This design comes from an exercise in tuning for small area, a short achievable clock period and few clock cycles per item on the open sky130 flow, not from production work. The RTL was checked by simulation tests, not by an equivalence proof against the original design. Power is estimated from default activity; no workload was simulated.

## flow/design.v (module list and top-level ports; edited modules follow where they fit)
// module perceptron_sigmoid: 8 lines
// module mlp_s1: 663 lines
// module mlp_s2: 147 lines
// module mlp_l2: 186 lines
// module mlp_neuron: 22 lines
// module mlp_fa: 10 lines
// module MLP_RTL_IP_v1_0: 185 lines
module MLP_RTL_IP_v1_0 (
    ACLK,
    ARESETN,
    S_AXIS_TREADY,
    S_AXIS_TDATA,
    S_AXIS_TLAST,
    S_AXIS_TVALID,
    M_AXIS_TVALID,
    M_AXIS_TDATA,
    M_AXIS_TLAST,
    M_AXIS_TREADY
);
  // ...
==> flow/perceptron_sigmoid.mem <==
0c
0c
0c
0c
0d
0d
0d
0e
0e
0e
0f
0f
0f
10
10
10
11
11
12
12
12
13
13
14
14
15
15
15
16
16
17
17
18
18
19
1a
1a
1b
1b
1c
1c
1d
1e
1e
1f
20
20
21
22
22
23
24
24
25
26
27
27
28
29
2a
2b
2c
2c
2d
2e
2f
30
31
32
33
34
35
36
37
38
39
3a
3b
3c
3d
3e
3f
40
42
43
44
45
46
48
49
4a
4b
4c
4e
4f
50
52
53
54
56
57
58
5a
5b
5c
5e
5f
61
62
63
65
66
68
69
6b
6c
6e
6f
71
72
74
75
77
78
7a
7b
7d
7e
80
81
82
84
85
87
88
8a
8b
8d
8e
90
91
93
94
96
97
99
9a
9c
9d
9e
a0
a1
a3
a4
a5
a7
a8
a9
ab
ac
ad
af
b0
b1
b3
b4
b5
b6
b7
b9
ba
bb
bc
bd
bf
c0
c1
c2
c3
c4
c5
c6
c7
c8
c9
ca
cb
cc
cd
ce
cf
d0
d1
d2
d3
d3
d4
d5
d6
d7
d8
d8
d9
da
db
db
dc
dd
dd
de
df
df
e0
e1
e1
e2
e3
e3
e4
e4
e5
e5
e6
e7
e7
e8
e8
e9
e9
ea
ea
ea
eb
eb
ec
ec
ed
ed
ed
ee
ee
ef
ef
ef
f0
f0
f0
f1
f1
f1
f2
f2
f2
f3
f3
f3
==> flow/run.sh <==
#!/bin/bash
# synth_recipe.tcl (not shown) runs the flow's synth.tcl, then flattens the netlist and writes it again
# the make line also repeats each setting of config.mk as NAME=value (left out here)
make -C /OpenROAD-flow-scripts/flow DESIGN_CONFIG=/design/flow/config.mk WORK_HOME=/design/flow/orfs CLKGATE_MAP_FILE= SYNTH_SCRIPT=/design/flow/synth_recipe.tcl finish
==> flow/config.mk <==
export PLATFORM = sky130hd
export DESIGN_NAME = MLP_RTL_IP_v1_0
export DESIGN_NICKNAME = MLP_RTL_IP_v1_0
export VERILOG_FILES = /design/flow/design.v
export SDC_FILE = /design/flow/constraint.sdc
export NUM_CORES = 4
export LEC_CHECK = 0
export CAP_MARGIN = 20
export CORE_MARGIN = 2
export CORE_UTILIZATION = 40
export SETUP_SLACK_MARGIN = 3.2
export SLEW_MARGIN = 20
export SYNTH_HIERARCHICAL = 1
export SYNTH_MINIMUM_KEEP_SIZE = 0
==> flow/constraint.sdc <==
create_clock -name core_clock -period 6.0 [get_ports {ACLK}]
set_input_delay 1.2000 -clock core_clock [delete_from_list [all_inputs] [get_ports {ACLK}]]
set_output_delay 1.2000 -clock core_clock [all_outputs]
set_load 0.01 [all_outputs]
==> key figures, run 1 <==
Logic synthesis
  • Synth cell count leaders: fa_1 (578), nor2_1 (564), dfxtp_1 (440)
  • Post-synth top area share: 34.0%
  • Largest area contributor in the netlist: fa_1
  • Sequential share of the synthesized area: 32.9%

Critical path
  • CP endpoint: yo[6]$_DFFE_PP_
  • Data required, critical path: 6.37 ns
  • Delay-heaviest family, CP: adder cells

Finish
  • Fraction of area in multi-input gates: 55.0%
  • Design Area, Final: 36900 um^2
  • Multi-input gates: 2048
  • Logic inverters: 42

Clocking
  • Cts bufs inserted: 56

STA
  • Fmax: 0.349 GHz
  • Crit path time final: 2.87 ns
  • Slew Viols, Final: 0
  • Final Cycle Share: 47.8%

Pwr
  • Comb power frac: 21.8%
  • Net Sw Frac: 31.5%
  • Seq pwr share: 43.8%
  • Clock power share: 34.4%

Route
  • Remaining DRCs: 0
  • M1 WL: 34400 um

Worst hold path
  • Worst Hold Path Cells: 0
  • Hold WC Path Type: flop to flop

Place
  • Count of input and output buffers: 46

Floorplan
  • Die extent in y: 296 um

Outcome
  • Outcome: timing/DRC/antenna clean

GRT
  • Met3 usage: 4.08%
Testbench counts, summed over its fixed seeds: cycles 2,152, items 1,024.
==> inputs of run 2 (changes only) <==
--- a/flow/config.mk
+++ b/flow/config.mk
@@ -9,4 +9,7 @@
 export CORE_MARGIN = 2
 export CORE_UTILIZATION = 40
+export CTS_BUF_LIST = sky130_fd_sc_hd__clkbuf_8 sky130_fd_sc_hd__clkbuf_16
+export CTS_CLUSTER_DIAMETER = 60
+export CTS_CLUSTER_SIZE = 20
 export SETUP_SLACK_MARGIN = 3.2
 export SLEW_MARGIN = 20
==> run 2 against run 1 <==
  * Still clean on timing, DRC and antenna
  * Count of clock-buffer cells in the layout down 25
  * Cell area down 1.2%
  * Worst hold slack better by 0.025 ns
  * Critical path type unchanged
  * Highest routed layer unchanged
==> key figures, run 2 <==
Outcome
  • Outcome: timing/DRC/antenna clean (unchanged)

Pwr
  • Max rail drop VDD: 378 uV (was 393 uV)
  • Lkg Pwr: 17.2 nW (was 17.5 nW)
  • Power per cell area: 289 nW/um^2 (was 306 nW/um^2)

Finish
  • Ant. Diodes: 0 (unchanged)
  • Layout cells sized above 1: 15.4% (was 15.2%)
  • Layout Nets: 3506 (was 3513)
  • Biggest registers after layout: n1.r1: 64 flops, n2.r1: 64 flops, xr: 32 flops (unchanged)
  • Most common cell after layout, fill and taps aside: fa_1 (unchanged)
  • Synthesis-to-finish area growth: 6.96% (was 8.29%)
  • Most frequent cells in the layout: fa_1 (554), nor2_1 (546), dfxtp_1 (349) (was fa_1 (559), nor2_1 (553), dfxtp_1 (355))
  • Finished Layout Cells: 3974 (was 3992)
  • Number of fillers in the final layout: 7835 (was 7783)

Logic synthesis
  • Seq cells post-synth: 520 (unchanged)
  • Synth area leaders: fa_1 (34%), dfxtp_1 (26%), edfxtp_1 (7.0%) (unchanged)
  • Cell area after synthesis: 34100 um^2 (unchanged)
  • Sequential share of the synthesized area: 32.9% (unchanged)
  • EDFF count, synth: 80 (unchanged)
  • Top_reg_cell synth: dfxtp_1 (unchanged)
  • Largest area contributor in the netlist: fa_1 (unchanged)
  • Post-synth cell types: 78 (unchanged)
  • Synth cell count leaders: fa_1 (578), nor2_1 (564), dfxtp_1 (440) (unchanged)
  • Post-synthesis cell count: 3032 (unchanged)
  • Async SR Flop Fraction: 0% (unchanged)
  • Most frequent cell after synthesis: fa_1 (unchanged)
  • Avg Inst Size Synth: 11.2 um^2 (unchanged)
  • Synthesis Warnings: 9 (unchanged)
  • Post-synth top area share: 34.0% (unchanged)

Route
  • Via/cell ratio: 5.04 (was 5.05)
  • Drt first pass iters: 5 (unchanged)
  • Routed via count: 20000 (was 20100)
  • Starting DRT DRC Count: 1533 (was 1795)
  • Remaining DRCs: 0 (unchanged)
  • Total wire length: 81800 um (was 82500 um)
  • WL per Instance: 20.6 um (was 20.7 um)
  • Routed Antenna Nets: 0 (unchanged)

Floorplan
  • Initial core utilization: 40.2% (unchanged)
  • IO Count: 72 (unchanged)
  • Core area: 84700 um^2 (unchanged)
  • Die extent in y: 296 um (unchanged)
  • FP Rows: 107 (unchanged)
  • Die W: 296 um (unchanged)
  • Die area: 87600 um^2 (unchanged)

STA
  • Least-Margin Pin Slew: 1.15 ns (was 1.12 ns)
  • Setup Viol. Count Final: 0 (unchanged)
  • Final-report hold violation count: 0 (unchanged)
  • RSZ-0062 raised after global routing: true (unchanged)
  • Fmax: 0.349 GHz (about the same)
  • Final Skew: 0.0315 ns (was 0.0433 ns)
  • Setup TNS: 0 ns (unchanged)
  • Final Cycle Share: 47.8% (about the same)
  • Crit path time final: 2.87 ns (about the same)
  • Slew Viols, Final: 0 (unchanged)
  • Slew margin rel.: 23.3% (was 25.3%)

Critical path
  • CP max FO: 8 (was 5)
  • CP peak stage delay: 0.64 ns (was 0.54 ns)
  • Slowest library cell on the worst path: edfxtp_1 (was fa_1)
  • Reg-to-reg slack, setup: 3.13 ns (about the same)
  • Worst Path Arrival: 3.34 ns (was 3.24 ns)
  • Crit path top cell by count: fa_1
  • Cells along the critical path: buf_4, nor2_2, fa_1, fa_1, fa_2, fa_1 (was fa_1, ha_2, nand2b_1, a211oi_2, o31ai_4, a21oi_2, or3_4, xor2_4, o21a_1)
  • Setup crit end kind: flop (unchanged)
  • Data required, critical path: 6.48 ns (was 6.37 ns)
  • Critical Path Start Type: flop (unchanged)
  • Worst Path Class, Setup: flop to flop (unchanged)

Clocking
  • Hold_buf cts: 0 (unchanged)
  • Clock buffer depth: 3 (unchanged)
  • H-tree depth: 2 (unchanged)
  • Clk pin slew, worst setup/hold paths: 0.08 ns (was 0.06 ns)
  • Clock latency at the later pin of the worst-skew pair: 0.61 ns (was 0.64 ns)
  • Root Buffer: clkbuf_16 (unchanged)
  • Cts bufs inserted: 45 (was 56)
  • Clk sinks: 520 (unchanged)
  • CTS tree: built (unchanged)

GRT
  • Initial antenna violation count: 6 (was 4)
  • Largest net degree at the start of global routing: 70 (unchanged)
  • GRT Total Usage: 19.1% (was 19.3%)
  • Vias in the first global route: 21200 (was 21300)
  • Final global-route overflow total: 0 (unchanged)
  • First-pass GRT wire length: 126000 um (was 127000 um)

Worst hold path
  • Hold WC Path Type: flop to flop (unchanged)

Place
  • Count of input and output buffers: 46 (unchanged)
  • Gp weighted congestion: 0.899 (unchanged)
  • Hpwl dp: 59700 um (unchanged)
  • Inst Count DP: 3808 (unchanged)

Run
  • Max Cap Viol: 0 (unchanged)
==> run 2: cell counts after synthesis <==
No cell type changed its count.
==> run 2: final cells by class <==
cell class                 count  area, um^2  share of cell area [%]
timing repair buffer         138        1500                    4.10
multi-input combinational   2048       20400                    55.9
clock inverter                35         415                    1.14
inverter                      41         159                   0.436
clock buffer                  48        1170                    3.20
tap                         1144        1430                    3.93
sequential                   520       11400                    31.3
==> run 2: where the power goes <==
part | internal [mW] | switching (mW)
combinational | 1.18 | 1.36
clock | 1.53 | 1.53
sequential | 4.24 | 0.698
==> run 2: worst paths after layout <==
path / startpoint / end / cells after the start
max: a13[1]$_DFFE_PP_ / n1.r1[24]$_DFF_P_ / 6
max reg2reg: a13[1]$_DFFE_PP_ / n1.r1[24]$_DFF_P_ / 6
min: rb2[15]$_DFF_P_ / ra2[15]$_DFF_P_ / 0
min reg2reg: rb2[15]$_DFF_P_ / ra2[15]$_DFF_P_ / 0
==> run 2: routing by layer <==
layer | part of all wire (%) | wire length, um | global-route usage (%) | vias to the layer above
li1 | - | - | - | 8883
met1 | 42 | 34300 | 26.5 | 10200
met2 | 45 | 36400 | 29.5 | 832
met3 | 8.6 | 7070 | 3.75 | 159
met4 | 4.9 | 3980 | 7.70 | 10
met5 | 0.082 | 67 | 0 | -
==> run 2: critical path: cells and delay by family, from the launching register on <==
family,cells,cell delay (ns)
DFF,1,0.64
and+or+nand+nor,1,0.04
adders and majority gates,4,1.85
buffers and inverters,1,0.20
==> run 2: stage by stage <==
stage          setup slack, ns  power [mW]  hold slack (ns)  cell area, um^2  utilization [%]
5_1_grt                   3.07        11.1            0.330            36500             43.0
6_report                  3.13        10.5            0.321            36500             43.0
3_5_place_dp              2.20        6.91            0.312            33400             39.4
4_1_cts                   3.07        10.3            0.325            35500             41.9
2_1_floorplan             3.07        6.35            0.310            34200                -
3_3_place_gp              2.23        6.86            0.310            33400             39.4
==> run 2: repair_timing <==
item                       in CTS  in global routing
cloned                          1                  0
setup endpoints to repair     164                106
gates resized for setup       142                 81
pin swaps                      14                 25
setup buffers                  22                 60
==> run 2: cell families (layout without fill, tap and decap cells) <==
group                      count (synthesis)  count (layout)  share of synthesized area [%]
DFF                                      520             520                           32.9
adders and majority gates                675             675                           37.5
AOI/OAI and AO/OA                        268             268                           5.08
and+or+nand+nor                         1009            1009                           13.4
other                                      1              24                         0.0110
xor gates and xnor gates                  47              47                           1.46
muxes                                     25              25                          0.859
buffers and inverters                    487             262                           8.76
==> run 2: Yosys stat by module (local to each module, per instance) <==
module,cell area [um^2],flops+latches,cells
mlp_s2,415,0,45
perceptron_sigmoid,1760,0,281
mlp_s1,1790,0,385
mlp_fa,20.0,0,1
MLP_RTL_IP_v1_0,11500,328,945
mlp_l2,741,0,104
mlp_neuron,2230,96,140
==> inputs of run 3 (changes only) <==
--- a/flow/config.mk
+++ b/flow/config.mk
@@ -6,10 +6,11 @@
 export NUM_CORES = 4
 export LEC_CHECK = 0
+export ABC_CLOCK_PERIOD_IN_PS = 2900
 export CAP_MARGIN = 20
 export CORE_MARGIN = 2
 export CORE_UTILIZATION = 40
-export CTS_BUF_LIST = sky130_fd_sc_hd__clkbuf_8 sky130_fd_sc_hd__clkbuf_16
-export CTS_CLUSTER_DIAMETER = 60
-export CTS_CLUSTER_SIZE = 20
+export CTS_BUF_LIST = sky130_fd_sc_hd__clkbuf_16
+export CTS_CLUSTER_DIAMETER = 80
+export CTS_CLUSTER_SIZE = 30
 export SETUP_SLACK_MARGIN = 3.2
 export SLEW_MARGIN = 20
==> run 3 against run 2 <==
  * Clock power is 28% lower
  * Clock skew is 0.00083 ns lower
  * Synthesized cell count stayed put
  * Flip-flop and latch count stayed put
  * Die area stayed put
==> key figures, run 3 <==
Route
  • Via/cell ratio: 5.04 (about the same)
  • Starting DRT DRC Count: 1784 (was 1533)
  • WL per Instance: 20.8 um (was 20.6 um)
  • Total wire length: 82400 um (was 81800 um)
  • Drt first pass iters: 7 (was 5)
  • Routed via count: 20000 (about the same)
  • Remaining DRCs: 0 (unchanged)
  • Routed Antenna Nets: 0 (unchanged)

STA
  • Slew margin rel.: 22.2% (was 23.3%)
  • Setup TNS: 0 ns (unchanged)
  • RSZ-0062 raised after global routing: true (unchanged)
  • Fmax: 0.347 GHz (was 0.349 GHz)
  • Setup Viol. Count Final: 0 (unchanged)
  • Hold slack: 0.328 ns (was 0.321 ns)
  • Final Skew: 0.0306 ns (was 0.0315 ns)
  • Crit path time final: 2.88 ns (was 2.87 ns)
  • Final Cycle Share: 48.1% (was 47.8%)
  • Slew Viols, Final: 0 (unchanged)
  • Least-Margin Pin Slew: 1.16 ns (was 1.15 ns)
  • Final-report hold violation count: 0 (unchanged)

Finish
  • Most common cell after layout, fill and taps aside: fa_1 (unchanged)
  • Synthesis-to-finish area growth: 6.21% (was 6.96%)
  • Number of fillers in the final layout: 7836 (was 7835)
  • Layout cells sized above 1: 15.4% (about the same)
  • Finished Layout Cells: 3964 (was 3974)
  • Layout Nets: 3511 (was 3506)
  • Biggest registers after layout: n1.r1: 64 flops, n2.r1: 64 flops, xr: 32 flops (unchanged)
  • Most frequent cells in the layout: fa_1 (550), nor2_1 (542), dfxtp_1 (348) (was fa_1 (554), nor2_1 (546), dfxtp_1 (349))

Critical path
  • Critical Path Start Type: flop (unchanged)
  • Cells along the critical path: fa_1, ha_2, a211oi_2, a211oi_4, o31ai_4, a21oi_2, or3_4, xor2_4, o21a_1 (was buf_4, nor2_2, fa_1, fa_1, fa_2, fa_1)
  • Slowest library cell on the worst path: fa_1 (was edfxtp_1)
  • Data required, critical path: 6.37 ns (was 6.48 ns)
  • CP max FO: 4 (was 8)
  • Worst Path Class, Setup: flop to flop (unchanged)
  • Worst Path Arrival: 3.25 ns (was 3.34 ns)
  • Setup crit end kind: flop (unchanged)
  • CP peak stage delay: 0.47 ns (was 0.64 ns)

Logic synthesis
  • Sequential share of the synthesized area: 32.9% (unchanged)
  • Post-synthesis cell count: 3032 (unchanged)
  • Avg Inst Size Synth: 11.2 um^2 (unchanged)
  • Most frequent cell after synthesis: fa_1 (unchanged)
  • Post-synth cell types: 78 (unchanged)
  • Cell area after synthesis: 34100 um^2 (unchanged)
  • Largest area contributor in the netlist: fa_1 (unchanged)
  • EDFF count, synth: 80 (unchanged)
  • Top_reg_cell synth: dfxtp_1 (unchanged)
  • Async SR Flop Fraction: 0% (unchanged)
  • Seq cells post-synth: 520 (unchanged)
  • Synthesis Warnings: 9 (unchanged)
  • Post-synth top area share: 34.0% (unchanged)
  • Synth cell count leaders: fa_1 (578), nor2_1 (564), dfxtp_1 (440) (unchanged)
  • Synth area leaders: fa_1 (34%), dfxtp_1 (26%), edfxtp_1 (7.0%) (unchanged)

GRT
  • Final global-route overflow total: 0 (unchanged)
  • GRT Total Usage: 18.9% (was 19.1%)
  • Largest net degree at the start of global routing: 70 (unchanged)
  • Vias in the first global route: 21000 (was 21200)
  • First-pass GRT wire length: 125000 um (was 126000 um)
  • Initial antenna violation count: 5 (was 6)

Place
  • Gp weighted congestion: 0.899 (unchanged)
  • Hpwl dp: 59700 um (unchanged)
  • Inst Count DP: 3808 (unchanged)
  • Count of input and output buffers: 46 (unchanged)

Floorplan
  • FP Rows: 107 (unchanged)
  • Die W: 296 um (unchanged)
  • Die area: 87600 um^2 (unchanged)
  • Core area: 84700 um^2 (unchanged)
  • Die extent in y: 296 um (unchanged)
  • Initial core utilization: 40.2% (unchanged)
  • IO Count: 72 (unchanged)

Clocking
  • Hold_buf cts: 0 (unchanged)
  • Clock buffer depth: 3 (unchanged)
  • Clock latency at the later pin of the worst-skew pair: 0.61 ns (about the same)
  • H-tree depth: 1 (was 2)
  • Cts bufs inserted: 27 (was 45)
  • CTS tree: built (unchanged)
  • Root Buffer: clkbuf_16 (unchanged)
  • Clk pin slew, worst setup/hold paths: 0.11 ns (was 0.08 ns)
  • Clk sinks: 520 (unchanged)

Pwr
  • Power per cell area: 273 nW/um^2 (was 289 nW/um^2)
  • Lkg Pwr: 17.1 nW (was 17.2 nW)
  • Max rail drop VDD: 350 uV (was 378 uV)

Outcome
  • Outcome: timing/DRC/antenna clean (unchanged)

Run
  • Max Cap Viol: 0 (unchanged)

Worst hold path
  • Hold WC Path Type: flop to flop (unchanged)
run 3: through the flow:
stage	util (%)	cell area, um^2	setup slack [ns]	power [mW]
after CTS	41.2	34900	3.06	9.45
after global routing	42.7	36200	3.04	10.4
after global placement	39.4	33400	2.23	6.86
after detailed placement	39.4	33400	2.20	6.91
final	42.7	36200	3.12	9.88
after floorplan	-	34200	3.07	6.35
run 3: path summary, 6_finish.rpt:
path	slack, ns	depth (start not counted)	from	end
worst max-delay path	3.12	9	ls[2]$_DFF_P_	yo[6]$_DFFE_PP_
worst min-delay path	0.33	0	rb1[18]$_DFF_P_	ra1[18]$_DFF_P_
worst max register to register	3.12	9	ls[2]$_DFF_P_	yo[6]$_DFFE_PP_
worst min register to register	0.33	0	rb1[18]$_DFF_P_	ra1[18]$_DFF_P_
run 3: power by group:
part / internal [mW] / switching, mW / leakage (nW)
Sequential: 4.24 / 0.700 / 4.36
Clock: 0.922 / 1.27 / 0.470
Combinational: 1.29 / 1.47 / 12.2
Total: 6.45 / 3.44 / 17.1
run 3: cell families after synthesis:
| kind of cell | count (synthesis) | share of synthesized area, % |
|---|---|---|
| AOI/OAI and AO/OA | 268 | 5.08 |
| DFF | 520 | 32.9 |
| other | 1 | 0.0110 |
| xor gates and xnor gates | 47 | 1.46 |
| muxes | 25 | 0.859 |
| buffers and inverters | 487 | 8.76 |
| adders and majority gates | 675 | 37.5 |
| and+or+nand+nor | 1009 | 13.4 |
run 3: critical path, delay by kind of cell (launching register included):
family                     cells  cell delay, ns
adders and majority gates      2            0.68
DFF                            1            0.35
xor gates and xnor gates       1            0.19
AOI/OAI and AO/OA              5            0.96
and+or+nand+nor                1            0.44
run 3: area by class of cell:
class	count	area, um^2	area share (%)
Multi-Input combinational cell	2048	20400	56.5
Clock buffer	28	701	1.94
Timing Repair Buffer	161	1800	4.96
Tap cell	1144	1430	3.95
Sequential cell	520	11400	31.5
Clock inverter	21	244	0.674
Antenna cell	1	2.50	0.00691
Inverter	41	159	0.439
run 3: timing repair:
item,in CTS,in global routing
buffers inserted,23,82
resized for setup,146,92
setup endpoints to repair,167,108
gates cloned,1,0
pin swaps,14,33
run 3: per-module statistics from Yosys (local to each module, per instance):
module | area, um^2 | cells inside
perceptron_sigmoid | 1760 | 281
mlp_s1 | 1790 | 385
mlp_s2 | 415 | 45
mlp_fa | 20.0 | 1
mlp_l2 | 741 | 104
MLP_RTL_IP_v1_0 | 11500 | 945
mlp_neuron | 2230 | 140
run 3: layer usage:
| metal | vias to the layer above | global-route usage (%) | routed length, um |
|---|---|---|---|
| met2 | 815 | 29.4 | 36800 |
| met3 | 136 | 3.34 | 6850 |
| met5 | - | 0 | 40 |
| met4 | 6 | 7.30 | 3750 |
| met1 | 10100 | 26.5 | 34900 |
| li1 | 8871 | - | - |
==> inputs of run 4 (changes only) <==
--- a/flow/config.mk
+++ b/flow/config.mk
@@ -6,8 +6,7 @@
 export NUM_CORES = 4
 export LEC_CHECK = 0
-export ABC_CLOCK_PERIOD_IN_PS = 2900
 export CAP_MARGIN = 20
 export CORE_MARGIN = 2
-export CORE_UTILIZATION = 40
+export CORE_UTILIZATION = 50
 export CTS_BUF_LIST = sky130_fd_sc_hd__clkbuf_16
 export CTS_CLUSTER_DIAMETER = 80
==> run 4 against run 3 <==
  * Wire length grew 4.2%
  * Sequential power is 1% higher
  * First-iteration DRC count is 8.8% higher
  * Via count is 3.9% higher
  * Still clean
  * Setup slack got worse by 0.078 ns
  * Non-clock buffer count grew 12
  * Register-to-register slack worse by 0.08 ns
==> key figures, run 4 <==
Finish
  • Layout cells sized above 1: 16.4% (was 15.4%)
  • Synthesis-to-finish area growth: 5.72% (was 6.21%)
  • Most common cell after layout, fill and taps aside: fa_1 (unchanged)
  • Reg area: 11400 um^2 (about the same)
  • Design Area, Final: 36000 um^2 (was 36200 um^2)
  • Multi-input gate area: 20400 um^2 (about the same)
  • Biggest registers after layout: n1.r1: 64 flops, n2.r1: 64 flops, xr: 32 flops (unchanged)
  • Number of fillers in the final layout: 5736 (was 7836)
  • Most frequent cells in the layout: fa_1 (545), nor2_1 (533), dfxtp_1 (344) (was fa_1 (550), nor2_1 (542), dfxtp_1 (348))
  • Layout Utilization: 53.6% (was 42.7%)
  • Layout Nets: 3525 (was 3511)
  • Finished Layout Cells: 3709 (was 3964)

Route
  • WL per Instance: 23.1 um (was 20.8 um)
  • Total wire length: 85800 um (was 82400 um)
  • M1 WL: 32400 um (was 34900 um)
  • Met2 wire len: 40600 um (was 36800 um)
  • Routed via count: 20800 (was 20000)
  • Starting DRT DRC Count: 1941 (was 1784)
  • Met3 WL: 7760 um (was 6850 um)
  • Routed Antenna Nets: 0 (unchanged)
  • Via/cell ratio: 5.60 (was 5.04)
  • Top Layer Used: met5 (unchanged)
  • Drt first pass iters: 5 (was 7)
  • Remaining DRCs: 0 (unchanged)

Floorplan
  • FP Rows: 95 (was 107)
  • Initial core utilization: 50.7% (was 40.2%)
  • IO Count: 72 (unchanged)
  • Core area: 67300 um^2 (was 84700 um^2)
  • Die area: 70300 um^2 (was 87600 um^2)
  • Die extent in y: 265 um (was 296 um)
  • Die W: 265 um (was 296 um)

STA
  • Setup Viol. Count Final: 0 (unchanged)
  • Crit path time final: 2.96 ns (was 2.88 ns)
  • RSZ-0062 raised after global routing: true (unchanged)
  • Final worst slack: 3.04 ns (was 3.12 ns)
  • Final Skew: 0.0459 ns (was 0.0306 ns)
  • Fmax: 0.338 GHz (was 0.347 GHz)
  • Slew margin rel.: 40.4% (was 22.2%)
  • Slew Viols, Final: 0 (unchanged)
  • Final Cycle Share: 49.4% (was 48.1%)
  • Hold slack: 0.316 ns (was 0.328 ns)
  • Setup TNS: 0 ns (unchanged)
  • Final-report hold violation count: 0 (unchanged)
  • Least-Margin Pin Slew: 0.892 ns (was 1.16 ns)

Clocking
  • H-tree depth: 1 (unchanged)
  • Root Buffer: clkbuf_16 (unchanged)
  • CTS tree: built (unchanged)
  • Clk sinks: 520 (unchanged)
  • Clock latency at the later pin of the worst-skew pair: 0.66 ns (was 0.61 ns)
  • Cts bufs inserted: 28 (was 27)
  • Clk pin slew, worst setup/hold paths: 0.11 ns (about the same)
  • Clock buffer depth: 3 (unchanged)

Logic synthesis
  • EDFF count, synth: 80 (unchanged)
  • Post-synthesis cell count: 3032 (unchanged)
  • Sequential share of the synthesized area: 32.9% (unchanged)
  • Synth area leaders: fa_1 (34%), dfxtp_1 (26%), edfxtp_1 (7.0%) (unchanged)
  • Seq cells post-synth: 520 (unchanged)
  • Top_reg_cell synth: dfxtp_1 (unchanged)
  • Most frequent cell after synthesis: fa_1 (unchanged)
  • Avg Inst Size Synth: 11.2 um^2 (unchanged)
  • Async SR Flop Fraction: 0% (unchanged)
  • Largest area contributor in the netlist: fa_1 (unchanged)
  • Post-synth top area share: 34.0% (unchanged)
  • Synth cell count leaders: fa_1 (578), nor2_1 (564), dfxtp_1 (440) (unchanged)
  • Synthesis Warnings: 9 (unchanged)
  • Post-synth cell types: 78 (unchanged)
  • Cell area after synthesis: 34100 um^2 (unchanged)

Critical path
  • Reg2reg path depth: 9 (unchanged)
  • Delay-heaviest family, CP: adder cells (was compound AO/OA/AOI/OAI gates)
  • Critical Path Start Type: flop (unchanged)
  • FF-to-FF End: yo[6]$_DFFE_PP_ (unchanged)
  • Data required, critical path: 6.41 ns (was 6.37 ns)
  • Setup crit end kind: flop (unchanged)
  • Cells along the critical path: fa_1, ha_1, a21o_1, a21o_1, a21oi_4, a21oi_4, or3_4, xor2_4, o21a_1 (was fa_1, ha_2, a211oi_2, a211oi_4, o31ai_4, a21oi_2, or3_4, xor2_4, o21a_1)
  • Worst Path Class, Setup: flop to flop (unchanged)
  • CP peak stage delay: 0.47 ns (about the same)
  • Origin of the critical flop-to-flop path: ls[8]$_DFF_P_ (was ls[2]$_DFF_P_)
  • Worst Path Arrival: 3.37 ns (was 3.25 ns)
  • Reg-to-reg slack, setup: 3.04 ns (was 3.12 ns)
  • Slowest library cell on the worst path: fa_1 (unchanged)
  • CP max FO: 5 (was 4)
  • Crit path buffers/inverters: 0 (unchanged)

GRT
  • Final global-route overflow total: 0 (unchanged)
  • Vias in the first global route: 22100 (was 21000)
  • Initial antenna violation count: 3 (was 5)
  • Largest net degree at the start of global routing: 70 (unchanged)
  • GRT Total Usage: 24.2% (was 18.9%)
  • First-pass GRT wire length: 129000 um (was 125000 um)

Pwr
  • Lkg Pwr: 17.2 nW (was 17.1 nW)
  • Power per cell area: 268 nW/um^2 (was 273 nW/um^2)
  • Total power: 9.65 mW (was 9.88 mW)
  • Max rail drop VDD: 284 uV (was 350 uV)

Run
  • Max Cap Viol: 0 (unchanged)

Place
  • DP Worst Slack: 2.07 ns (was 2.20 ns)
  • Hpwl dp: 61100 um (was 59700 um)
  • Count of input and output buffers: 46 (unchanged)
  • Gp weighted congestion: 0.893 (was 0.899)
  • Placed instance area: 33000 um^2 (was 33400 um^2)
  • Inst Count DP: 3535 (was 3808)

Worst hold path
  • Hold_sp: rb2[10]$_DFF_P_ (was rb1[18]$_DFF_P_)
  • Worst Hold Path Cells: 0 (unchanged)
  • Hold WC Path Type: flop to flop (unchanged)
  • Worst hold endpoint: ra2[10]$_DFF_P_ (was ra1[18]$_DFF_P_)

Outcome
  • Outcome: timing/DRC/antenna clean (unchanged)
## run 4: worst register-to-register path: stages (launching register included)
cell and delay, ns:
dfxtp_1 0.35, fa_1 0.47, ha_1 0.41, a21o_1 0.20
a21o_1 0.21, a21oi_4 0.21, a21oi_4 0.08, or3_4 0.43
xor2_4 0.19, o21a_1 0.18
## run 4: per-layer routing
layer | vias to the layer above | GRT usage (%)
met5 | - | 0
met4 | 2 | 10.9
met3 | 226 | 4.55
met2 | 1039 | 39.3
met1 | 10600 | 31.7
li1 | 8896 | -
## run 4: per-module statistics from Yosys, one instance, submodules excluded
module / cell area, um^2 / cells inside / flops+latches
mlp_fa: 20.0 / 1 / 0
mlp_l2: 741 / 104 / 0
perceptron_sigmoid: 1760 / 281 / 0
MLP_RTL_IP_v1_0: 11500 / 945 / 328
mlp_neuron: 2230 / 140 / 96
mlp_s1: 1790 / 385 / 0
mlp_s2: 415 / 45 / 0
## run 4: layout make-up
type	count	area share (%)
multi-input combinational	2049	56.6
sequential	520	31.8
inverter	41	0.441
tap	873	3.03
clock buffer	28	1.94
timing repair buffer	173	5.32
antenna	2	0.0139
clock inverter	23	0.924
## run 4: how the worst max path moves through the flow
| stage | start | to | slack (ns) | cells past startpoint |
|---|---|---|---|---|
| 6_report | ls[8]$_DFF_P_ | yo[6]$_DFFE_PP_ | 3.04 | 9 |
| 3_3_place_gp | S_AXIS_TVALID | cnt[2]$_SDFF_PN0_ | 2.07 | 12 |
| 3_5_place_dp | S_AXIS_TVALID | cnt[2]$_SDFF_PN0_ | 2.07 | 12 |
| 2_1_floorplan | S_AXIS_TVALID | cnt[2]$_SDFF_PN0_ | 3.07 | 12 |
| 5_1_grt | ls[8]$_DFF_P_ | yo[6]$_DFFE_PP_ | 2.96 | 9 |
| 4_1_cts | pc[4]$_DFF_P_ | yo[6]$_DFFE_PP_ | 3.07 | 10 |
## run 4: cells by family (layout without fill, tap and decap cells)
| family | Yosys count | after routing | share of synthesized area [%] |
|---|---|---|---|
| xor+xnor | 47 | 47 | 1.46 |
| other cells | 1 | 26 | 0.0110 |
| buf+inv | 487 | 265 | 8.76 |
| simple gates | 1009 | 1010 | 13.4 |
| fa+ha+maj | 675 | 675 | 37.5 |
| flops | 520 | 520 | 32.9 |
| compound gates | 268 | 268 | 5.08 |
| mux | 25 | 25 | 0.859 |
## run 4: repair_timing
item                                    CTS  global route
gates cloned                              1             0
pin swaps                                11            30
endpoints found under the setup margin  187            94
hold buffers                              0             0
buffers inserted                         35            85
gates resized for setup                 153            96
## run 4: power breakdown
part | internal, mW | switching (mW)
logic | 1.07 | 1.27
registers | 4.25 | 0.746
clock network | 0.959 | 1.35
==> inputs of run 5 (changes only) <==
--- a/flow/config.mk
+++ b/flow/config.mk
@@ -8,9 +8,9 @@
 export CAP_MARGIN = 20
 export CORE_MARGIN = 2
-export CORE_UTILIZATION = 50
+export CORE_UTILIZATION = 40
 export CTS_BUF_LIST = sky130_fd_sc_hd__clkbuf_16
 export CTS_CLUSTER_DIAMETER = 80
 export CTS_CLUSTER_SIZE = 30
-export SETUP_SLACK_MARGIN = 3.2
+export SETUP_SLACK_MARGIN = 3.0
 export SLEW_MARGIN = 20
 export SYNTH_HIERARCHICAL = 1
==> run 5 against run 4 <==
  * Setup slack lost 0.032 ns
  * Global-route usage decreased by 5.5 points
  * Flip-flop and latch count is the same
  * Combinational power fell by 3%
  * Largest cell class unchanged
  * Largest power group unchanged
==> key figures, run 5 <==
Worst hold path
  • Hold WC Path Type: flop to flop (unchanged)
  • Worst Hold Path Cells: 0 (unchanged)
  • Hold_sp: rb2[14]$_DFF_P_ (was rb2[10]$_DFF_P_)

Route
  • Routed Antenna Nets: 0 (unchanged)
  • Routed via count: 19600 (was 20800)
  • Total wire length: 78300 um (was 85800 um)
  • Remaining DRCs: 0 (unchanged)
  • Drt first pass iters: 5 (unchanged)
  • WL per Instance: 20.2 um (was 23.1 um)
  • Via/cell ratio: 5.05 (was 5.60)
  • Starting DRT DRC Count: 1626 (was 1941)

GRT
  • Vias in the first global route: 20700 (was 22100)
  • GRT Total Usage: 18.6% (was 24.2%)
  • Initial antenna violation count: 2 (was 3)
  • Largest net degree at the start of global routing: 70 (unchanged)
  • Final global-route overflow total: 0 (unchanged)
  • First-pass GRT wire length: 124000 um (was 129000 um)

Outcome
  • Outcome: timing/DRC/antenna clean (unchanged)

Clocking
  • Clock buffer depth: 3 (unchanged)
  • Clk sinks: 520 (unchanged)
  • Hold_buf cts: 0 (unchanged)
  • Root Buffer: clkbuf_16 (unchanged)
  • Cts bufs inserted: 28 (unchanged)
  • CTS tree: built (unchanged)
  • Clk pin slew, worst setup/hold paths: 0.11 ns (about the same)
  • Clock latency at the later pin of the worst-skew pair: 0.62 ns (was 0.66 ns)
  • H-tree depth: 1 (unchanged)

Pwr
  • Clock power share: 25.1% (was 24.0%)
  • Seq pwr share: 51.3% (was 51.8%)
  • Total power: 9.57 mW (was 9.65 mW)
  • Comb power frac: 23.6% (was 24.3%)
  • Net Switching: 3.29 mW (was 3.37 mW)
  • Lkg Pwr: 16.6 nW (was 17.2 nW)
  • Cell Int Power: 6.28 mW (about the same)
  • Net Sw Frac: 34.4% (was 35.0%)
  • Power per cell area: 275 nW/um^2 (was 268 nW/um^2)
  • Max rail drop VDD: 327 uV (was 284 uV)

Logic synthesis
  • Most frequent cell after synthesis: fa_1 (unchanged)
  • EDFF count, synth: 80 (unchanged)
  • Synth area leaders: fa_1 (34%), dfxtp_1 (26%), edfxtp_1 (7.0%) (unchanged)
  • Cell area after synthesis: 34100 um^2 (unchanged)
  • Post-synthesis cell count: 3032 (unchanged)
  • Avg Inst Size Synth: 11.2 um^2 (unchanged)
  • Async SR Flop Fraction: 0% (unchanged)
  • Post-synth top area share: 34.0% (unchanged)
  • Top_reg_cell synth: dfxtp_1 (unchanged)
  • Synthesis Warnings: 9 (unchanged)
  • Synth cell count leaders: fa_1 (578), nor2_1 (564), dfxtp_1 (440) (unchanged)
  • Seq cells post-synth: 520 (unchanged)
  • Post-synth cell types: 78 (unchanged)
  • Sequential share of the synthesized area: 32.9% (unchanged)
  • Largest area contributor in the netlist: fa_1 (unchanged)

Run
  • Max Cap Viol: 0 (unchanged)

STA
  • Setup TNS: 0 ns (unchanged)
  • Slew Viols, Final: 0 (unchanged)
  • Fmax: 0.334 GHz (was 0.338 GHz)
  • Final Cycle Share: 49.9% (was 49.4%)
  • Crit path time final: 2.99 ns (was 2.96 ns)
  • Slew margin rel.: 27.5% (was 40.4%)
  • Final-report hold violation count: 0 (unchanged)
  • Least-Margin Pin Slew: 1.08 ns (was 0.892 ns)
  • Final Skew: 0.0304 ns (was 0.0459 ns)
  • RSZ-0062 raised after global routing: true (unchanged)
  • Setup Viol. Count Final: 0 (unchanged)
  • Hold slack: 0.328 ns (was 0.316 ns)
  • Final worst slack: 3.01 ns (was 3.04 ns)

Critical path
  • Worst Path Class, Setup: flop to flop (unchanged)
  • Setup crit end kind: flop (unchanged)
  • Data required, critical path: 6.38 ns (was 6.41 ns)
  • Reg2reg path depth: 9 (unchanged)
  • CP startpoint: pc[4]$_DFF_P_ (was ls[8]$_DFF_P_)
  • CP max FO: 5 (unchanged)
  • Worst Path Arrival: 3.37 ns (about the same)
  • Critical Path Start Type: flop (unchanged)
  • Origin of the critical flop-to-flop path: pc[4]$_DFF_P_ (was ls[8]$_DFF_P_)

Finish
  • Most common cell after layout, fill and taps aside: fa_1 (unchanged)
  • Finished Layout Cells: 3871 (was 3709)
  • Biggest registers after layout: n1.r1: 64 flops, n2.r1: 64 flops, xr: 32 flops (unchanged)
  • Layout cells sized above 1: 8.37% (was 16.4%)
  • Most frequent cells in the layout: fa_1 (577), nor2_1 (562), dfxtp_1 (400) (was fa_1 (545), nor2_1 (533), dfxtp_1 (344))
  • Synthesis-to-finish area growth: 2.15% (was 5.72%)
  • Layout Nets: 3414 (was 3525)
  • Layout Utilization: 41.1% (was 53.6%)
  • Design Area, Final: 34800 um^2 (was 36000 um^2)
  • Number of fillers in the final layout: 7968 (was 5736)

Floorplan
  • Die extent in y: 296 um (was 265 um)
  • Initial core utilization: 40.2% (was 50.7%)
  • FP Rows: 107 (was 95)
  • Core area: 84700 um^2 (was 67300 um^2)
  • Die W: 296 um (was 265 um)
  • IO Count: 72 (unchanged)
  • Die area: 87600 um^2 (was 70300 um^2)

Place
  • Hpwl dp: 59300 um (was 61100 um)
  • Placed instance area: 33300 um^2 (was 33000 um^2)
  • DP Worst Slack: 2.14 ns (was 2.07 ns)
  • Inst Count DP: 3809 (was 3535)
  • Gp weighted congestion: 0.880 (was 0.893)
  • Count of input and output buffers: 46 (unchanged)
[run 5: cell counts after synthesis]
Identical to the previous run, type by type.
[run 5: cells by family (layout without fill, tap and decap cells)]
family,Yosys count,in the layout,share of synthesized area (%)
adders and majority gates,675,675,37.5
muxes,25,25,0.859
other,1,27,0.0110
AOI/OAI and AO/OA,268,268,5.08
buffers and inverters,487,156,8.76
and+or+nand+nor,1009,1009,13.4
xor gates and xnor gates,47,47,1.46
DFF,520,520,32.9
[run 5: power groups by stage]
stage / clock (mW) / combinational (mW) / sequential (mW)
floorplan: 0 / 1.85 / 4.48
global placement: 0 / 1.88 / 4.97
detailed placement: 0 / 1.91 / 4.98
CTS: 2.46 / 1.98 / 4.89
global route: 2.61 / 2.55 / 4.98
finish: 2.40 / 2.26 / 4.91
[run 5: layout make-up]
| type | count | area, um^2 | area share, % |
|---|---|---|---|
| clock buffers | 32 | 801 | 2.30 |
| repair buffers | 63 | 669 | 1.92 |
| flip-flops and latches | 520 | 11300 | 32.4 |
| inverters | 41 | 158 | 0.453 |
| diodes | 3 | 7.51 | 0.0216 |
| well taps | 1144 | 1430 | 4.11 |
| multi-input cells | 2048 | 20200 | 57.9 |
| clock inverters | 20 | 298 | 0.855 |
[run 5: critical path: stages, from the launching register on]
cell and delay, ns:
dfxtp_2 0.34, fa_1 0.57, ha_4 0.21, a211oi_2 0.20, nor2_2 0.08, o31ai_4 0.38, a21oi_2 0.10, or3_4 0.47
xor2_4 0.19, o21a_1 0.19
[run 5: repair_timing]
item | CTS | global route
cloned | 1 | 0
setup buffers | 3 | 3
pin swaps | 1 | 15
endpoints found under the setup margin | 115 | 47
resized for setup | 39 | 44
[run 5: final timing paths]
path / end / slack, ns
worst min register to register: ra2[14]$_DFF_P_ / 0.33
worst max register to register: yo[6]$_DFFE_PP_ / 3.01
worst max-delay path: yo[6]$_DFFE_PP_ / 3.01
worst min-delay path: ra2[14]$_DFF_P_ / 0.33
[run 5: per-layer routing]
| metal | global-route usage, % | up-vias | wire length [um] |
|---|---|---|---|
| li1 | - | 8673 | - |
| met2 | 29.0 | 733 | 35800 |
| met5 | 0 | - | 23 |
| met3 | 3.34 | 97 | 5480 |
| met1 | 26.6 | 10000 | 34300 |
| met4 | 5.60 | 4 | 2730 |
[run 5: per-module statistics from Yosys, one instance, submodules excluded]
module / copies in the design / flops+latches / cell area (um^2)
mlp_s2: 2 / 0 / 415
perceptron_sigmoid: 1 / 0 / 1760
mlp_s1: 2 / 0 / 1790
mlp_fa: 562 / 0 / 20.0
mlp_l2: 1 / 0 / 741
mlp_neuron: 2 / 96 / 2230
MLP_RTL_IP_v1_0: 1 / 328 / 11500
==> inputs of run 6 (changes only) <==
--- a/flow/config.mk
+++ b/flow/config.mk
@@ -12,5 +12,5 @@
 export CTS_CLUSTER_DIAMETER = 80
 export CTS_CLUSTER_SIZE = 30
-export SETUP_SLACK_MARGIN = 3.0
+export SETUP_SLACK_MARGIN = 2.8
 export SLEW_MARGIN = 20
 export SYNTH_HIERARCHICAL = 1
==> run 6 against run 5 <==
  * Combinational power shrank 12%
  * First-iteration DRC count shrank 2.6%
  * Cell area shrank 1.2%
  * Wire length down 1.1%
  * Register-to-register slack got worse by 0.12 ns
  * Clock power is 9.6% lower
  * Die area unchanged
  * Critical endpoint is now n1.r1[31]$_DFF_P_
==> key figures, run 6 <==
Outcome
  • Outcome: timing/DRC/antenna clean (unchanged)

Logic synthesis
  • Post-synthesis cell count: 3032 (unchanged)
  • Most frequent cell after synthesis: fa_1 (unchanged)
  • EDFF count, synth: 80 (unchanged)
  • Seq cells post-synth: 520 (unchanged)
  • Synth cell count leaders: fa_1 (578), nor2_1 (564), dfxtp_1 (440) (unchanged)
  • Post-synth cell types: 78 (unchanged)
  • Async SR Flop Fraction: 0% (unchanged)
  • Cell area after synthesis: 34100 um^2 (unchanged)
  • Largest area contributor in the netlist: fa_1 (unchanged)
  • Top_reg_cell synth: dfxtp_1 (unchanged)
  • Synth area leaders: fa_1 (34%), dfxtp_1 (26%), edfxtp_1 (7.0%) (unchanged)
  • Synthesis Warnings: 9 (unchanged)
  • Avg Inst Size Synth: 11.2 um^2 (unchanged)
  • Sequential share of the synthesized area: 32.9% (unchanged)
  • Post-synth top area share: 34.0% (unchanged)

Critical path
  • Setup crit end kind: flop (unchanged)
  • Delay-heaviest family, CP: adder cells (was compound AO/OA/AOI/OAI gates)
  • Crit path top cell by count: fa_1
  • Crit path buffers/inverters: 0 (unchanged)
  • CP endpoint: n1.r1[31]$_DFF_P_ (was yo[6]$_DFFE_PP_)
  • Data required, critical path: 6.49 ns (was 6.38 ns)
  • Origin of the critical flop-to-flop path: xr[23]$_DFF_P_ (was pc[4]$_DFF_P_)
  • CP peak stage delay: 0.89 ns (was 0.57 ns)
  • WP depth: 5 (was 9)
  • Cells along the critical path: nor2_1, fa_1, fa_1, fa_1, fa_1 (was fa_1, ha_4, a211oi_2, nor2_2, o31ai_4, a21oi_2, or3_4, xor2_4, o21a_1)
  • Reg2reg path depth: 5 (was 9)
  • Worst Path Class, Setup: flop to flop (unchanged)
  • FF-to-FF End: n1.r1[31]$_DFF_P_ (was yo[6]$_DFFE_PP_)
  • CP startpoint: xr[23]$_DFF_P_ (was pc[4]$_DFF_P_)
  • CP max FO: 16 (was 5)
  • Slowest library cell on the worst path: dfxtp_1 (was fa_1)
  • Worst Path Arrival: 3.60 ns (was 3.37 ns)
  • Reg-to-reg slack, setup: 2.89 ns (was 3.01 ns)
  • Critical Path Start Type: flop (unchanged)

Finish
  • Synthesis-to-finish area growth: 0.936% (was 2.15%)
  • Most common cell after layout, fill and taps aside: fa_1 (unchanged)
  • Ant. Diodes: 0 (was 3)
  • Biggest registers after layout: n1.r1: 64 flops, n2.r1: 64 flops, xr: 32 flops (unchanged)
  • Layout Nets: 3409 (was 3414)
  • Layout cells sized above 1: 7.43% (was 8.37%)
  • Number of fillers in the final layout: 7997 (was 7968)
  • Most frequent cells in the layout: fa_1 (578), nor2_1 (563), dfxtp_1 (404) (was fa_1 (577), nor2_1 (562), dfxtp_1 (400))

Worst hold path
  • Hold WC Path Type: flop to flop (unchanged)
  • Hold_sp: rb1[12]$_DFF_P_ (was rb2[14]$_DFF_P_)

Place
  • DP Worst Slack: 2.14 ns (about the same)
  • Count of input and output buffers: 46 (unchanged)
  • Hpwl dp: 59800 um (was 59300 um)
  • Gp weighted congestion: 0.881 (was 0.880)

Clocking
  • CTS tree: built (unchanged)
  • Clk pin slew, worst setup/hold paths: 0.11 ns (about the same)
  • Clock latency at the later pin of the worst-skew pair: 0.60 ns (was 0.62 ns)
  • Root Buffer: clkbuf_16 (unchanged)
  • Cts bufs inserted: 27 (was 28)
  • H-tree depth: 1 (unchanged)
  • Clk sinks: 520 (unchanged)
  • Clock buffer depth: 3 (unchanged)

Floorplan
  • IO Count: 72 (unchanged)
  • Die W: 296 um (unchanged)
  • Die extent in y: 296 um (unchanged)
  • Die area: 87600 um^2 (unchanged)
  • FP Rows: 107 (unchanged)
  • Core area: 84700 um^2 (unchanged)
  • Initial core utilization: 40.2% (unchanged)

Pwr
  • Net Switching: 3.13 mW (was 3.29 mW)
  • Max rail drop VDD: 263 uV (was 327 uV)
  • Net Sw Frac: 34.5% (was 34.4%)
  • Lkg Pwr: 16.4 nW (was 16.6 nW)
  • Seq pwr share: 54.2% (was 51.3%)
  • Clock power share: 23.9% (was 25.1%)
  • Cell Int Power: 5.93 mW (was 6.28 mW)
  • Power per cell area: 264 nW/um^2 (was 275 nW/um^2)
  • Comb power frac: 22.0% (was 23.6%)

STA
  • Fmax: 0.321 GHz (was 0.334 GHz)
  • Final Cycle Share: 51.9% (was 49.9%)
  • Setup TNS: 0 ns (unchanged)
  • Final Skew: 0.0352 ns (was 0.0304 ns)
  • Least-Margin Pin Slew: 1.09 ns (was 1.08 ns)
  • Slew Viols, Final: 0 (unchanged)
  • Crit path time final: 3.11 ns (was 2.99 ns)
  • RSZ-0062 raised after global routing: false (was true)
  • Final-report hold violation count: 0 (unchanged)
  • Slew margin rel.: 27.0% (was 27.5%)
  • Setup Viol. Count Final: 0 (unchanged)
  • Final worst slack: 2.89 ns (was 3.01 ns)

GRT
  • First-pass GRT wire length: 122000 um (was 124000 um)
  • Largest net degree at the start of global routing: 70 (unchanged)
  • Vias in the first global route: 20200 (was 20700)
  • GRT Total Usage: 18.3% (was 18.6%)
  • Initial antenna violation count: 1 (was 2)
  • Final global-route overflow total: 0 (unchanged)
  • GR peak layer: met2 (unchanged)
  • Met3 usage: 3.08% (was 3.34%)
  • Routing usage on met1: 26.3% (was 26.6%)
  • Met2 Use GR: 28.6% (was 29.0%)

Route
  • WL per Instance: 20.1 um (was 20.2 um)
  • Remaining DRCs: 0 (unchanged)
  • Routed via count: 19400 (was 19600)
  • Starting DRT DRC Count: 1583 (was 1626)
  • Total wire length: 77400 um (was 78300 um)
  • Routed Antenna Nets: 0 (unchanged)
  • Via/cell ratio: 5.02 (was 5.05)
  • Drt first pass iters: 6 (was 5)

Run
  • Max Cap Viol: 0 (unchanged)
==> run 6: cell counts after synthesis <==
No cell type changed its count.
==> run 6: cell type report <==
class                      count  area, um^2  area share [%]
multi-input combinational   2048       20000            58.2
clock inverter                22         259           0.753
clock buffer                  27         676            1.96
sequential                   520       11300            32.7
tap                         1144        1430            4.16
timing repair buffer          59         588            1.71
inverter                      41         154           0.447
==> run 6: stage by stage <==
step	util [%]	total power, mW	std cells	instance area [um^2]	hold WS, ns
2_1_floorplan	-	6.32	3055	34200	0.310
3_3_place_gp	39.3	6.84	3810	33300	0.310
3_5_place_dp	39.3	6.88	3810	33300	0.312
4_1_cts	40.4	9.07	3859	34300	0.324
5_1_grt	40.6	9.58	3861	34400	0.324
6_report	40.6	9.07	3861	34400	0.323
==> run 6: per-layer routing <==
layer / vias up / routed length [um]
met5: - / 0
met4: 0 / 2390
met3: 94 / 6030
met2: 721 / 35500
met1: 9897 / 33500
li1: 8664 / -
==> run 6: timing repair <==
item / 4_1_cts / 5_1_grt
pin swaps: 0 / 2
setup endpoints to repair: 11 / 47
setup buffers: 0 / 1
gates resized for setup: 12 / 34
cloned: 0 / 1
hold buffers: 0 / 0
==> run 6: how the worst min path moves through the flow <==
stage	end	slack, ns	depth (start not counted)
5_1_grt	ra1[12]$_DFF_P_	0.32	0
4_1_cts	ra1[12]$_DFF_P_	0.32	0
2_1_floorplan	ra1[0]$_DFF_P_	0.31	0
6_report	ra1[12]$_DFF_P_	0.32	0
3_5_place_dp	ra1[11]$_DFF_P_	0.31	0
3_3_place_gp	ra1[13]$_DFF_P_	0.31	0
==> run 6: cell families after synthesis <==
kind of cell / Yosys count / share of synthesized area [%]
flops: 520 / 32.9
compound gates: 268 / 5.08
xor+xnor: 47 / 1.46
mux: 25 / 0.859
fa+ha+maj: 675 / 37.5
simple gates: 1009 / 13.4
buf+inv: 487 / 8.76
other cells: 1 / 0.0110
==> run 6: power groups by stage <==
stage | logic (mW) | clock network (mW) | registers, mW
5_1_grt | 2.23 | 2.37 | 4.97
4_1_cts | 1.93 | 2.25 | 4.88
3_5_place_dp | 1.92 | 0 | 4.97
2_1_floorplan | 1.84 | 0 | 4.48
3_3_place_gp | 1.88 | 0 | 4.96
6_report | 1.99 | 2.17 | 4.91
==> run 6: modules after synthesis, one instance, submodules excluded <==
module	flops+latches	area, um^2
mlp_s1	0	1790
mlp_fa	0	20.0
MLP_RTL_IP_v1_0	328	11500
mlp_l2	0	741
mlp_neuron	96	2230
perceptron_sigmoid	0	1760
mlp_s2	0	415
==> inputs of run 7 (changes only) <==
--- a/flow/config.mk
+++ b/flow/config.mk
@@ -12,5 +12,5 @@
 export CTS_CLUSTER_DIAMETER = 80
 export CTS_CLUSTER_SIZE = 30
-export SETUP_SLACK_MARGIN = 2.8
+export SETUP_SLACK_MARGIN = 3.3
 export SLEW_MARGIN = 20
 export SYNTH_HIERARCHICAL = 1
==> run 7 against run 6 <==
  * Cell count grew 4.1%
  * Core utilization grew 3.6 points
  * Critical path depth grew 4
  * Sequential power grew 2%
  * Non-clock buffer count grew 153
  * Wire length grew 9.6%
  * Count of clock-buffer cells in the layout grew 1
  * Area after synthesis is the same
  * Cell area grew 9.0%
  * Flip-flop and latch count is the same
  * Combinational power grew about 40%
  * Highest routed layer is now met5
==> key figures, run 7 <==
Finish
  • Biggest registers after layout: n1.r1: 64 flops, n2.r1: 64 flops, xr: 32 flops (unchanged)
  • Most common cell after layout, fill and taps aside: nor2_1 (was fa_1)
  • Layout Nets: 3565 (was 3409)
  • Ant. Diodes: 0 (unchanged)
  • Most frequent cells in the layout: nor2_1 (466), fa_1 (463), dfxtp_1 (332) (was fa_1 (578), nor2_1 (563), dfxtp_1 (404))
  • Layout cells sized above 1: 23.7% (was 7.43%)
  • Number of fillers in the final layout: 7676 (was 7997)
  • Synthesis-to-finish area growth: 9.98% (was 0.936%)

Floorplan
  • Core area: 84700 um^2 (unchanged)
  • Initial core utilization: 40.2% (unchanged)
  • Die area: 87600 um^2 (unchanged)
  • Die W: 296 um (unchanged)
  • Die extent in y: 296 um (unchanged)
  • FP Rows: 107 (unchanged)
  • IO Count: 72 (unchanged)

Place
  • DP Worst Slack: 2.01 ns (was 2.14 ns)
  • Gp weighted congestion: 0.881 (about the same)
  • Count of input and output buffers: 46 (unchanged)
  • Hpwl dp: 59800 um (about the same)

Pwr
  • Net Switching: 3.55 mW (was 3.13 mW)
  • Net Sw Frac: 35.1% (was 34.5%)
  • Seq pwr share: 49.5% (was 54.2%)
  • Max rail drop VDD: 371 uV (was 263 uV)
  • Cell Int Power: 6.57 mW (was 5.93 mW)
  • Lkg Pwr: 17.2 nW (was 16.4 nW)
  • Clock power share: 22.9% (was 23.9%)
  • Comb power frac: 27.6% (was 22.0%)
  • Power per cell area: 270 nW/um^2 (was 264 nW/um^2)

Critical path
  • FF-to-FF End: yo[6]$_DFFE_PP_ (was n1.r1[31]$_DFF_P_)
  • Critical Path Start Type: flop (unchanged)
  • Origin of the critical flop-to-flop path: ls[6]$_DFF_P_ (was xr[23]$_DFF_P_)
  • CP peak stage delay: 0.47 ns (was 0.89 ns)
  • Cells along the critical path: fa_1, ha_1, nand4_1, a211oi_4, o31ai_4, a21oi_2, or3_4, xor2_4, o21a_1 (was nor2_1, fa_1, fa_1, fa_1, fa_1)
  • Data required, critical path: 6.37 ns (was 6.49 ns)
  • Worst Path Arrival: 3.28 ns (was 3.60 ns)
  • Setup crit end kind: flop (unchanged)
  • Reg2reg path depth: 9 (was 5)
  • Reg-to-reg slack, setup: 3.09 ns (was 2.89 ns)
  • Worst Path Class, Setup: flop to flop (unchanged)
  • CP startpoint: ls[6]$_DFF_P_ (was xr[23]$_DFF_P_)
  • Slowest library cell on the worst path: fa_1 (was dfxtp_1)
  • CP max FO: 4 (was 16)

Clocking
  • Clock latency at the later pin of the worst-skew pair: 0.62 ns (was 0.60 ns)
  • Root Buffer: clkbuf_16 (unchanged)
  • H-tree depth: 1 (unchanged)
  • Clk pin slew, worst setup/hold paths: 0.11 ns (about the same)
  • CTS tree: built (unchanged)
  • Clock buffer depth: 3 (unchanged)
  • Clk sinks: 520 (unchanged)
  • Cts bufs inserted: 28 (was 27)
  • Hold_buf cts: 0 (unchanged)

Route
  • Routed Antenna Nets: 0 (unchanged)
  • Drt first pass iters: 8 (was 6)
  • WL per Instance: 21.1 um (was 20.1 um)
  • Total wire length: 84800 um (was 77400 um)
  • Via/cell ratio: 5.11 (was 5.02)
  • Starting DRT DRC Count: 1775 (was 1583)
  • Remaining DRCs: 0 (unchanged)
  • Routed via count: 20500 (was 19400)

Run
  • Max Cap Viol: 0 (unchanged)

STA
  • Final Cycle Share: 48.5% (was 51.9%)
  • Setup Viol. Count Final: 0 (unchanged)
  • Final-report hold violation count: 0 (unchanged)
  • Least-Margin Pin Slew: 1.10 ns (was 1.09 ns)
  • RSZ-0062 raised after global routing: true (was false)
  • Crit path time final: 2.91 ns (was 3.11 ns)
  • Setup TNS: 0 ns (unchanged)
  • Slew margin rel.: 26.4% (was 27.0%)
  • Fmax: 0.344 GHz (was 0.321 GHz)
  • Final worst slack: 3.09 ns (was 2.89 ns)
  • Slew Viols, Final: 0 (unchanged)
  • Final Skew: 0.0360 ns (was 0.0352 ns)

Logic synthesis
  • Most frequent cell after synthesis: fa_1 (unchanged)
  • Synth cell count leaders: fa_1 (578), nor2_1 (564), dfxtp_1 (440) (unchanged)
  • Top_reg_cell synth: dfxtp_1 (unchanged)
  • Sequential share of the synthesized area: 32.9% (unchanged)
  • EDFF count, synth: 80 (unchanged)
  • Avg Inst Size Synth: 11.2 um^2 (unchanged)
  • Post-synth cell types: 78 (unchanged)
  • Synth area leaders: fa_1 (34%), dfxtp_1 (26%), edfxtp_1 (7.0%) (unchanged)
  • Seq cells post-synth: 520 (unchanged)
  • Largest area contributor in the netlist: fa_1 (unchanged)
  • Post-synthesis cell count: 3032 (unchanged)
  • Post-synth top area share: 34.0% (unchanged)
  • Synthesis Warnings: 9 (unchanged)
  • Cell area after synthesis: 34100 um^2 (unchanged)
  • Async SR Flop Fraction: 0% (unchanged)

GRT
  • Final global-route overflow total: 0 (unchanged)
  • Largest net degree at the start of global routing: 70 (unchanged)
  • Initial antenna violation count: 7 (was 1)
  • First-pass GRT wire length: 129000 um (was 122000 um)
  • Vias in the first global route: 21400 (was 20200)
  • GRT Total Usage: 19.5% (was 18.3%)

Worst hold path
  • Hold_sp: rb2[8]$_DFF_P_ (was rb1[12]$_DFF_P_)
  • Worst hold endpoint: ra2[8]$_DFF_P_ (was ra1[12]$_DFF_P_)
  • Worst Hold Path Cells: 0 (unchanged)
  • Hold WC Path Type: flop to flop (unchanged)

Outcome
  • Outcome: timing/DRC/antenna clean (unchanged)
## run 7: cell types whose count changed in the layout (fill, tap and decap cells not counted), sizes merged, moves of 2 or more
cell           previous run  this run
clkbuf                   28        30
clkdlybuf4s50            46        34
dlygate4sd2               0        11
inv                      51        53
buf                      12       164
## run 7: per-module statistics from Yosys, one instance, submodules excluded
module	copies in the design	cells inside	flip-flops and latches
mlp_s1	2	385	0
mlp_neuron	2	140	96
mlp_fa	562	1	0
MLP_RTL_IP_v1_0	1	945	328
mlp_s2	2	45	0
perceptron_sigmoid	1	281	0
mlp_l2	1	104	0
## run 7: metrics by stage
step / cell area [um^2] / util [%] / power (mW) / instances / hold slack, ns
6_report: 37500 / 44.2 / 10.1 / 4019 / 0.299
5_1_grt: 37500 / 44.2 / 10.7 / 4019 / 0.307
3_5_place_dp: 33400 / 39.4 / 6.97 / 3806 / 0.312
3_3_place_gp: 33400 / 39.4 / 6.91 / 3806 / 0.310
2_1_floorplan: 34300 / - / 6.40 / 3055 / 0.310
4_1_cts: 36300 / 42.8 / 9.56 / 3975 / 0.304
## run 7: area by class of cell
cell class,count,area (um^2),share of cell area [%]
Clock buffer,28,701,1.87
Multi-Input combinational cell,2050,21000,55.9
Inverter,41,159,0.424
Timing Repair Buffer,212,2420,6.46
Tap cell,1144,1430,3.82
Clock inverter,24,322,0.858
Sequential cell,520,11500,30.7
## run 7: worst max-delay path by stage
stage | end | depth (start not counted)
after global routing | q0[7]$_DFFE_PP_ | 9
after detailed placement | cnt[2]$_SDFF_PN0_ | 12
after floorplan | fc[2]$_SDFF_PN0_ | 10
after CTS | q2[7]$_DFFE_PP_ | 9
final | yo[6]$_DFFE_PP_ | 9
after global placement | cnt[2]$_SDFF_PN0_ | 12
## run 7: cells by family (layout without fill, tap and decap cells)
family / after synthesis / after routing / share of synthesized area, %
compound gates: 268 / 268 / 5.08
other cells: 1 / 24 / 0.0110
mux: 25 / 25 / 0.859
flops: 520 / 520 / 32.9
simple gates: 1009 / 1011 / 13.4
xor+xnor: 47 / 47 / 1.46
fa+ha+maj: 675 / 675 / 37.5
buf+inv: 487 / 305 / 8.76
## run 7: worst max-delay path, delay by kind of cell (launching register included)
family,cells,cell delay (ns)
AND/OR/NAND/NOR,2,0.61
XOR/XNOR,1,0.18
AO/OA/AOI/OAI,4,0.68
adder cells (fa/ha/maj),2,0.82
flip-flops,1,0.35
## run 7: repair_timing
item,in CTS,in global routing
resized for setup,241,258
endpoints found under the setup margin,196,160
setup buffers,115,43
pin swaps,33,95
gates cloned,2,1
## run 7: metal layers
layer / part of all wire, % / track usage (%) / up-vias
li1: - / - / 8991
met2: 45 / 30.5 / 875
met5: 0.15 / 0 / -
met3: 8.7 / 4.11 / 141
met1: 42 / 27.0 / 10500
met4: 4.2 / 6.75 / 12
## run 7: power by group through the flow
stage	Combinational (mW)	Clock [mW]	Sequential [mW]
6_report	2.79	2.32	5.01
5_1_grt	3.09	2.52	5.05
4_1_cts	2.28	2.38	4.90
3_5_place_dp	1.99	0	4.97
3_3_place_gp	1.95	0	4.96
2_1_floorplan	1.91	0	4.48
==> inputs of run 8 (changes only) <==
--- a/flow/config.mk
+++ b/flow/config.mk
@@ -12,5 +12,5 @@
 export CTS_CLUSTER_DIAMETER = 80
 export CTS_CLUSTER_SIZE = 30
-export SETUP_SLACK_MARGIN = 3.3
+export SETUP_SLACK_MARGIN = 3.1
 export SLEW_MARGIN = 20
 export SYNTH_HIERARCHICAL = 1
==> run 8 against run 7 <==
  * Largest power group unchanged
  * Cell area shrank 6.5%
  * Global-route usage is 1.0 points lower
  * Wire length down 7.2%
  * Setup slack got worse by 0.063 ns
  * Via count fell by 4.7%
  * Fmax down 2.1%
==> key figures, run 8 <==
Logic synthesis
  • Most frequent cell after synthesis: fa_1 (unchanged)
  • Seq cells post-synth: 520 (unchanged)
  • Async SR Flop Fraction: 0% (unchanged)
  • Avg Inst Size Synth: 11.2 um^2 (unchanged)
  • Post-synth top area share: 34.0% (unchanged)
  • EDFF count, synth: 80 (unchanged)
  • Sequential share of the synthesized area: 32.9% (unchanged)

GRT
  • Largest net degree at the start of global routing: 70 (unchanged)
  • GRT Total Usage: 18.5% (was 19.5%)
  • Final global-route overflow total: 0 (unchanged)

Critical path
  • Delay-heaviest family, CP: adder cells (unchanged)
  • Worst Path Class, Setup: flop to flop (unchanged)
  • CP peak stage delay: 0.48 ns (was 0.47 ns)
  • Reg2reg path depth: 10 (was 9)
  • CP startpoint: ls[6]$_DFF_P_ (unchanged)
  • Data required, critical path: 6.36 ns (was 6.37 ns)

Finish
  • Ant. Diodes: 0 (unchanged)
  • Most frequent cells in the layout: fa_1 (571), nor2_1 (560), dfxtp_1 (355) (was nor2_1 (466), fa_1 (463), dfxtp_1 (332))
  • Most common cell after layout, fill and taps aside: fa_1 (was nor2_1)

Route
  • Via/cell ratio: 5.03 (was 5.11)
  • Total wire length: 78800 um (was 84800 um)
  • Starting DRT DRC Count: 1438 (was 1775)
  • Drt first pass iters: 5 (was 8)
  • Remaining DRCs: 0 (unchanged)
  • Routed via count: 19600 (was 20500)
  • Routed Antenna Nets: 0 (unchanged)

Outcome
  • Outcome: timing/DRC/antenna clean (unchanged)

Clocking
  • Clk pin slew, worst setup/hold paths: 0.11 ns (about the same)
  • Root Buffer: clkbuf_16 (unchanged)
  • Clock latency at the later pin of the worst-skew pair: 0.61 ns (was 0.62 ns)
  • Clk sinks: 520 (unchanged)
  • CTS tree: built (unchanged)

Floorplan
  • Initial core utilization: 40.2% (unchanged)
  • IO Count: 72 (unchanged)
  • FP Rows: 107 (unchanged)

Worst hold path
  • Worst hold endpoint: ra1[11]$_DFF_P_ (was ra2[8]$_DFF_P_)
  • Worst Hold Path Cells: 0 (unchanged)

STA
  • Crit path time final: 2.97 ns (was 2.91 ns)
  • Least-Margin Pin Slew: 0.842 ns (was 1.10 ns)
  • Setup TNS: 0 ns (unchanged)
  • RSZ-0062 raised after global routing: true (unchanged)
  • Final-report hold violation count: 0 (unchanged)
  • Slew Viols, Final: 0 (unchanged)
  • Slew margin rel.: 43.6% (was 26.4%)

Place
  • Gp weighted congestion: 0.882 (was 0.881)
  • Count of input and output buffers: 46 (unchanged)

Pwr
  • Max rail drop VDD: 359 uV (was 371 uV)
  • Lkg Pwr: 16.6 nW (was 17.2 nW)

Run
  • Max Cap Viol: 0 (unchanged)
[run 8: cell counts after synthesis]
Identical to the previous run, type by type.
[run 8: area by class of cell]
| type | instances | area [um^2] |
|---|---|---|
| multi-input combinational | 2048 | 20200 |
| timing repair buffer | 84 | 853 |
| fill | 7957 | 49700 |
| clock buffer | 29 | 726 |
| sequential | 520 | 11400 |
| clock inverter | 22 | 297 |
| tap | 1144 | 1430 |
| inverter | 41 | 155 |
[run 8: modules after synthesis (local to each module, per instance)]
module	flops+latches	cells inside	area, um^2
mlp_s1	0	385	1790
mlp_neuron	96	140	2230
mlp_fa	0	1	20.0
perceptron_sigmoid	0	281	1760
mlp_s2	0	45	415
MLP_RTL_IP_v1_0	328	945	11500
mlp_l2	0	104	741
[run 8: cell families after synthesis]
kind of cell	after synthesis	share of synthesized area, %
fa+ha+maj	675	37.5
xor+xnor	47	1.46
other cells	1	0.0110
mux	25	0.859
buf+inv	487	8.76
flops	520	32.9
compound gates	268	5.08
simple gates	1009	13.4
[run 8: worst max path at each step]
stage	slack, ns	cells after the start	to
finish	3.03	10	yo[6]$_DFFE_PP_
global route	2.94	10	yo[6]$_DFFE_PP_
CTS	2.96	10	yo[6]$_DFFE_PP_
detailed placement	2.21	13	cnt[2]$_SDFF_PN0_
global placement	2.22	13	cnt[2]$_SDFF_PN0_
floorplan	3.03	10	fc[2]$_SDFF_PN0_
[run 8: timing repair]
item,CTS,global route
resized for setup,66,91
pin swaps,9,10
hold buffers,0,0
setup buffers,5,21
setup endpoints to repair,143,63
hold endpoints to repair,0,0
cloned,1,0
[run 8: metrics by stage]
step                      std cells  setup WS, ns  area [um^2]  hold WS [ns]  utilization, %
after floorplan                3055          3.03        34200         0.310               -
after global placement         3809          2.22        33300         0.310            39.3
after detailed placement       3809          2.21        33300         0.312            39.3
after CTS                      3866          2.96        34600         0.303            40.8
after global routing           3888          2.94        35100         0.303            41.4
final                          3888          3.03        35100         0.292            41.4
[run 8: routing by layer]
| layer | wire length, um | GRT usage, % | share of wire, % |
|---|---|---|---|
| met3 | 6730 | 3.99 | 8.5 |
| met1 | 33300 | 25.6 | 42 |
| met2 | 35600 | 28.7 | 45 |
| met5 | 27 | 0 | 0.034 |
| met4 | 3040 | 6.65 | 3.9 |
[run 8: where the power goes]
part | switching (mW) | internal [mW]
Clock | 1.30 | 0.972
Sequential | 0.695 | 4.23
Combinational | 1.26 | 0.961
Total | 3.25 | 6.17

==> what the ideal ports hide <==
The results above use ideal ports. As a check the final layouts listed here were re-extracted and re-timed, cells and wires unchanged. Step 1 sets driving cells, clkbuf_16 on the clock port and buf_2 on the other inputs (assumed; they add their load-dependent delay and slew). Step 2 times the ports against the registers' clock, not the clock port: input delays grow and output delays shrink by t, the midpoint of the rising clock arrivals with the driver on. Slacks: ideal ports / drivers / drivers and shift; pairs: ideal ports / drivers.
run	t, ns	setup WS [ns]	worst setup path at the end	cell pins on the clock port's net
run 1	0.689	3.133 / 3.133 / 2.647	input to register	1
run 2	0.663	3.132 / 3.132 / 2.665	input to register	1
run 3	0.661	3.115 / 3.115 / 2.671	input to register	1
run 4	0.695	3.037 / 3.037 / 2.644	input to register	1
run 5	0.672	3.006 / 3.006 / 2.512	input to register	1
run 6	0.656	2.889 / 2.889 / 2.317	input to register	1
run 7	0.667	3.092 / 3.092 / 2.725	input to register	1
run 8	0.663	3.029 / 3.029 / 2.606	input to register	1
After both steps setup and hold are still met in every run listed. The setup slack of run 6, which loses most, moves by 0.000 ns with the drivers and by -0.572 ns with both steps.
